Source: an optimization exercise on an open RTL-to-GDS flow (aim: small area). Production flows keep margins and buffers that such runs may drop. Function was checked by simulation only, so behaviour that the tests miss may differ from the original. Power and IR drop assume default switching activity.

job 7926:
==> flow/design.v (excerpt) <==
module hbridgecontroller(
input PCLK,
input PRESERN,
input PSEL,
input PENABLE,
output wire PREADY,
output wire PSLVERR,
input PWRITE,
input [31:0] PADDR,
input wire [31:0] PWDATA,
output wire [31:0] PRDATA,
output reg motor1_pwm,
output reg motor2_pwm,
output wire [1:0] motor1_ctrl,
output wire [1:0] motor2_ctrl
);
assign PSLVERR = 1'b0;
assign PREADY = 1'b1;
wire mapped = ~|PADDR[15:4] & ~|PADDR[1:0];
wire wr = PSEL & PENABLE & PWRITE & mapped;
wire rd = PSEL & ~PWRITE & mapped;
wire [3:0] wsel = {4{wr}} & {PADDR[3] & PADDR[2], PADDR[3] & ~PADDR[2],
                             ~PADDR[3] & PADDR[2], ~PADDR[3] & ~PADDR[2]};
reg [8:0] q;
reg [9:0] r;
reg [8:0] m1, m2;
reg [1:0] k1, k2;
reg rev1, rev2;
reg rdata;
assign PRDATA = {31'b0, rdata};
assign motor1_ctrl = {~rev1, rev1};
assign motor2_ctrl = {~rev2, rev2};
wire [15:0] P = PWDATA[15:0];
wire [6:0] H = P[15:9];
wire h0   = (H == 7'd0);
wire h41  = (H == 7'd41);
wire h42  = (H == 7'd42);
wire h83  = (H == 7'd83);
wire h84  = (H == 7'd84);
wire h125 = (H == 7'd125);
wire h126 = (H == 7'd126);
wire ka = h41 | h42 | h125 | h126;       
wire kb = h83 | h84 | h125 | h126;       
wire lo = h41 | h83 | h125;              
wire [6:0] B = {kb & ka, kb & ~ka, ka | kb, ka ^ kb, ka, kb, ka};
wire [9:0] ac;
wire [8:0] mw;
assign ac[0] = 1'b0;
genvar i;
generate
    for (i = 0; i < 9; i = i + 1) begin : add29
        if (i < 7) begin : fa
            assign mw[i] = P[i] ^ B[i] ^ ac[i];
            assign ac[i+1] = (P[i] & B[i]) | (P[i] & ac[i]) | (B[i] & ac[i]);
        end else begin : ha
            assign mw[i] = P[i] ^ ac[i];
            assign ac[i+1] = P[i] & ac[i];
        end
    end
endgenerate
wire valid = (h0 & (~mw[8] | ~|mw[7:0])) |
             ((ka | kb) & ~(lo ^ ac[9]) & ~mw[8]);
wire lowd = ~|mw[8:4] | (h0 & (mw == 9'd16));
wire keep = valid & ~lowd & PRESERN;
wire [8:0] mst = {(~valid | mw[8]) & PRESERN, mw[7:0] & {8{keep}}};
wire [1:0] kst = {kb, ka} & {2{keep}};
wire ld1 = ~PRESERN | wsel[2];
wire ld2 = ~PRESERN | wsel[3];
wire ovf = (r[9:1] == 9'b110000110) & (r[0] | q[0] | q[1]);
wire wrap = q[8] & r[0];                 
wire restart = ~PRESERN | wrap;
wire clr = restart | ovf;
wire [10:0] rc;
wire [9:0] rinc;
wire [9:0] qc;
wire [8:0] qinc;
assign rc[0] = 1'b1;
assign qc[0] = ovf;
generate
  ...
Settings: LEC_CHECK=0, ABC_AREA=1, CAP_MARGIN=20, CORE_MARGIN=2, CORE_UTILIZATION=40, SLEW_MARGIN=20; clock period 30.0 ns.
standard.sh (not shown) runs the stock make flow with config.mk's settings and CLKGATE_MAP_FILE= SYNTH_SCRIPT=/design/flow/synth_recipe.tcl, a recipe that flattens the netlist after the stock synthesis.
==> flow/flow/run.sh <==
#!/bin/bash
# Own layout flow: the standard flow (standard.sh) with
#  - ABC's area-oriented mapper (&nf) in synthesis instead of ORFS's delay-oriented one;
#    everything before ABC, including flip-flop mapping, is the standard flow's synthesis unchanged,
#  - the smallest buffer (buf_1) for the port buffers,
#  - one tie cell per constant instead of one per constant output.
# Each tool's output goes to a log of its own in this folder.
set -euo pipefail
W=$PWD
F=$W/flow
# synthesis: synth_recipe.tcl with ORFS's abc call pointed at flow/abc_area.script
{
  head -n 1 synth_recipe.tcl
  cat <<TCL
proc abc {args} {
  set i [lsearch -exact \$args -script]
  if {\$i >= 0} { lset args [expr {\$i + 1}] $F/abc_area.script }
  yosys abc {*}\$args
}
TCL
  tail -n +2 synth_recipe.tcl
} > flow_synth.tcl
sed "s#SYNTH_SCRIPT=[^ ]*synth_recipe.tcl#SYNTH_SCRIPT=$W/flow_synth.tcl#" standard.sh > flow_standard.sh
grep -q "SYNTH_SCRIPT=$W/flow_synth.tcl" flow_standard.sh
export BUFFER_PORTS_ARGS="-buffer_cell sky130_fd_sc_hd__buf_1"
export SKIP_REPAIR_TIE_FANOUT=1
bash flow_standard.sh synth > synth.log 2>&1
bash flow_standard.sh > layout.log 2>&1
==> flow/flow/abc_area.script <==
strash
&get -n
&st
&b
&syn3
&dch -f
&nf -a -p -F 10 -A 10 -R 1000
&put
topo
Inputs modified between job 7926 and job 6522:
==> flow/run.sh (new file) <==
#!/bin/bash
# synth_recipe.tcl (not shown) runs the flow's synth.tcl, then flattens the netlist and writes it again
# the make line also repeats each setting of config.mk as NAME=value (left out here)
make -C /OpenROAD-flow-scripts/flow DESIGN_CONFIG=/design/flow/config.mk WORK_HOME=/design/flow/orfs CLKGATE_MAP_FILE= SYNTH_SCRIPT=/design/flow/synth_recipe.tcl finish
removed: flow/flow/run.sh
removed: flow/flow/abc_area.script
removed: flow/standard.sh
## What came out
When job 6522 is set beside job 7926, its placed cell area turns out to be about 30% larger. Sort job 7926 and job 6522 by via count desc -> top: job 6522. Job 7926 reports its capturing instance or port of the critical path as m2[7] while job 6522 reports k1[0]. Going from job 7926 to job 6522, combinational group share of total power grew by 3.4 points, area taken by multi-input logic gates now sits higher. When job 6522 is measured against job 7926, its proportion of final cell area spent on non-clock buffers turns out 7.7 points higher. In summary, job 6522 completed successfully, with a layout that passed the timing, DRC and antenna checks. Job 7926 → job 6522: number of instances in the synthesized netlist +101, parity-gate share of the synthesized area counting xor and xnor cells ~0 delta, total design power +15 uW. In the tables for job 7926 and job 6522, sequential power share reads higher with job 7926. Comparing job 7926 and job 6522, the lower met1 wire length is on job 7926.
[inputs] job 7045 vs job 6522
==> flow/flow/run.sh (new file) <==
#!/bin/bash
# Own layout flow: the standard flow (standard.sh) with
#  - synthesis as the standard flow's, except that ABC maps the logic with flow/abc_area.script
#    (AIG restructuring, then ABC's area-oriented mapper &nf) and adders are left to ABC
#    (ADDER_MAP_FILE empty) instead of ORFS's delay-oriented script; the flip-flops are
#    mapped before ABC runs, exactly as in the standard flow's synthesis,
#  - the smallest buffer (buf_1) for the port buffers,
#  - one tie cell per constant value instead of one per constant output.
# Each tool's output goes to a log of its own in this folder.
set -euo pipefail
W=$PWD
F=$W/flow
{
  head -n 1 synth_recipe.tcl
  cat <<TCL
proc abc {args} {
  set i [lsearch -exact \$args -script]
  if {\$i >= 0} { lset args [expr {\$i + 1}] $F/abc_area.script }
  yosys abc {*}\$args
}
TCL
  tail -n +2 synth_recipe.tcl
} > flow_synth.tcl
sed "s#SYNTH_SCRIPT=[^ ]*synth_recipe.tcl#SYNTH_SCRIPT=$W/flow_synth.tcl ADDER_MAP_FILE=#" standard.sh > flow_standard.sh
grep -q "SYNTH_SCRIPT=$W/flow_synth.tcl ADDER_MAP_FILE=" flow_standard.sh
export BUFFER_PORTS_ARGS="-buffer_cell sky130_fd_sc_hd__buf_1"
export SKIP_REPAIR_TIE_FANOUT=1
bash flow_standard.sh synth > synth.log 2>&1
bash flow_standard.sh > layout.log 2>&1
==> flow/flow/abc_area.script (new file) <==
strash
&get -n
&st
&deepsyn -T 60
&dch -f
&nf -a -p -F 10 -A 10 -R 1000
&put
topo
==> flow/standard.sh (new file) <==
#!/bin/bash
# synth_recipe.tcl (not shown) runs the flow's synth.tcl, then flattens the netlist and writes it again
# the make line also repeats each setting of config.mk as NAME=value (left out here)
make -C /OpenROAD-flow-scripts/flow DESIGN_CONFIG=/design/flow/config.mk WORK_HOME=/design/flow/orfs CLKGATE_MAP_FILE= SYNTH_SCRIPT=/design/flow/synth_recipe.tcl "${@:-finish}"
removed: flow/run.sh
## What came out
- Going from job 6522 to job 7045, layout net count shrinks by 149.
- Going from job 6522 to job 7045, the clock group share of total power was found to have gone down by 2.5 points.
- Diff job 6522 -> job 7045: delay contributed by the slowest stage of the critical path fell by 0.12 ns; utilization after layout fell by 6.0 points; worst setup slack rose by 0.61 ns.
- Measured against each other, job 7045 and job 6522 differ in global-route wire length before repair, the lower figure coming from job 7045.

[afterwards: timing with drivers on the ports]
How much do the figures lean on ideal ports? The routed layouts below were timed once more, with nothing changed but the port constraints.
Step 1 (the two cells are an assumption about what drives the block):
set clk [get_ports {PCLK}]
set_driving_cell -lib_cell sky130_fd_sc_hd__clkbuf_16 $clk
set_driving_cell -lib_cell sky130_fd_sc_hd__buf_2 [delete_from_list [all_inputs] $clk]
Step 2 times the ports against the registers' clock, not the clock port: input delays grow and output delays shrink by t, the midpoint of the rising clock arrivals with the driver on.
a / b / c = ideal / step 1 / step 2; a / b = the first two.
run	t (ns)	setup WS [ns]	clock arrival spread, ns	slew at the worst register clock pin (ns)	worst slew at a driven data input, ns
job 7926	0.313	19.697 / 19.706 / 19.393	0.009 / 0.010	0.09 / 0.09	0.03
job 6522	0.319	19.515 / 19.519 / 19.201	0.005 / 0.005	0.08 / 0.08	0.04
job 7045	0.307	20.122 / 20.129 / 19.821	0.007 / 0.007	0.08 / 0.08	0.04
After both steps setup and hold are still met in every run listed. For job 6522, which loses most, drivers alone change the setup slack by +0.004 ns; drivers and shift together by -0.314 ns.
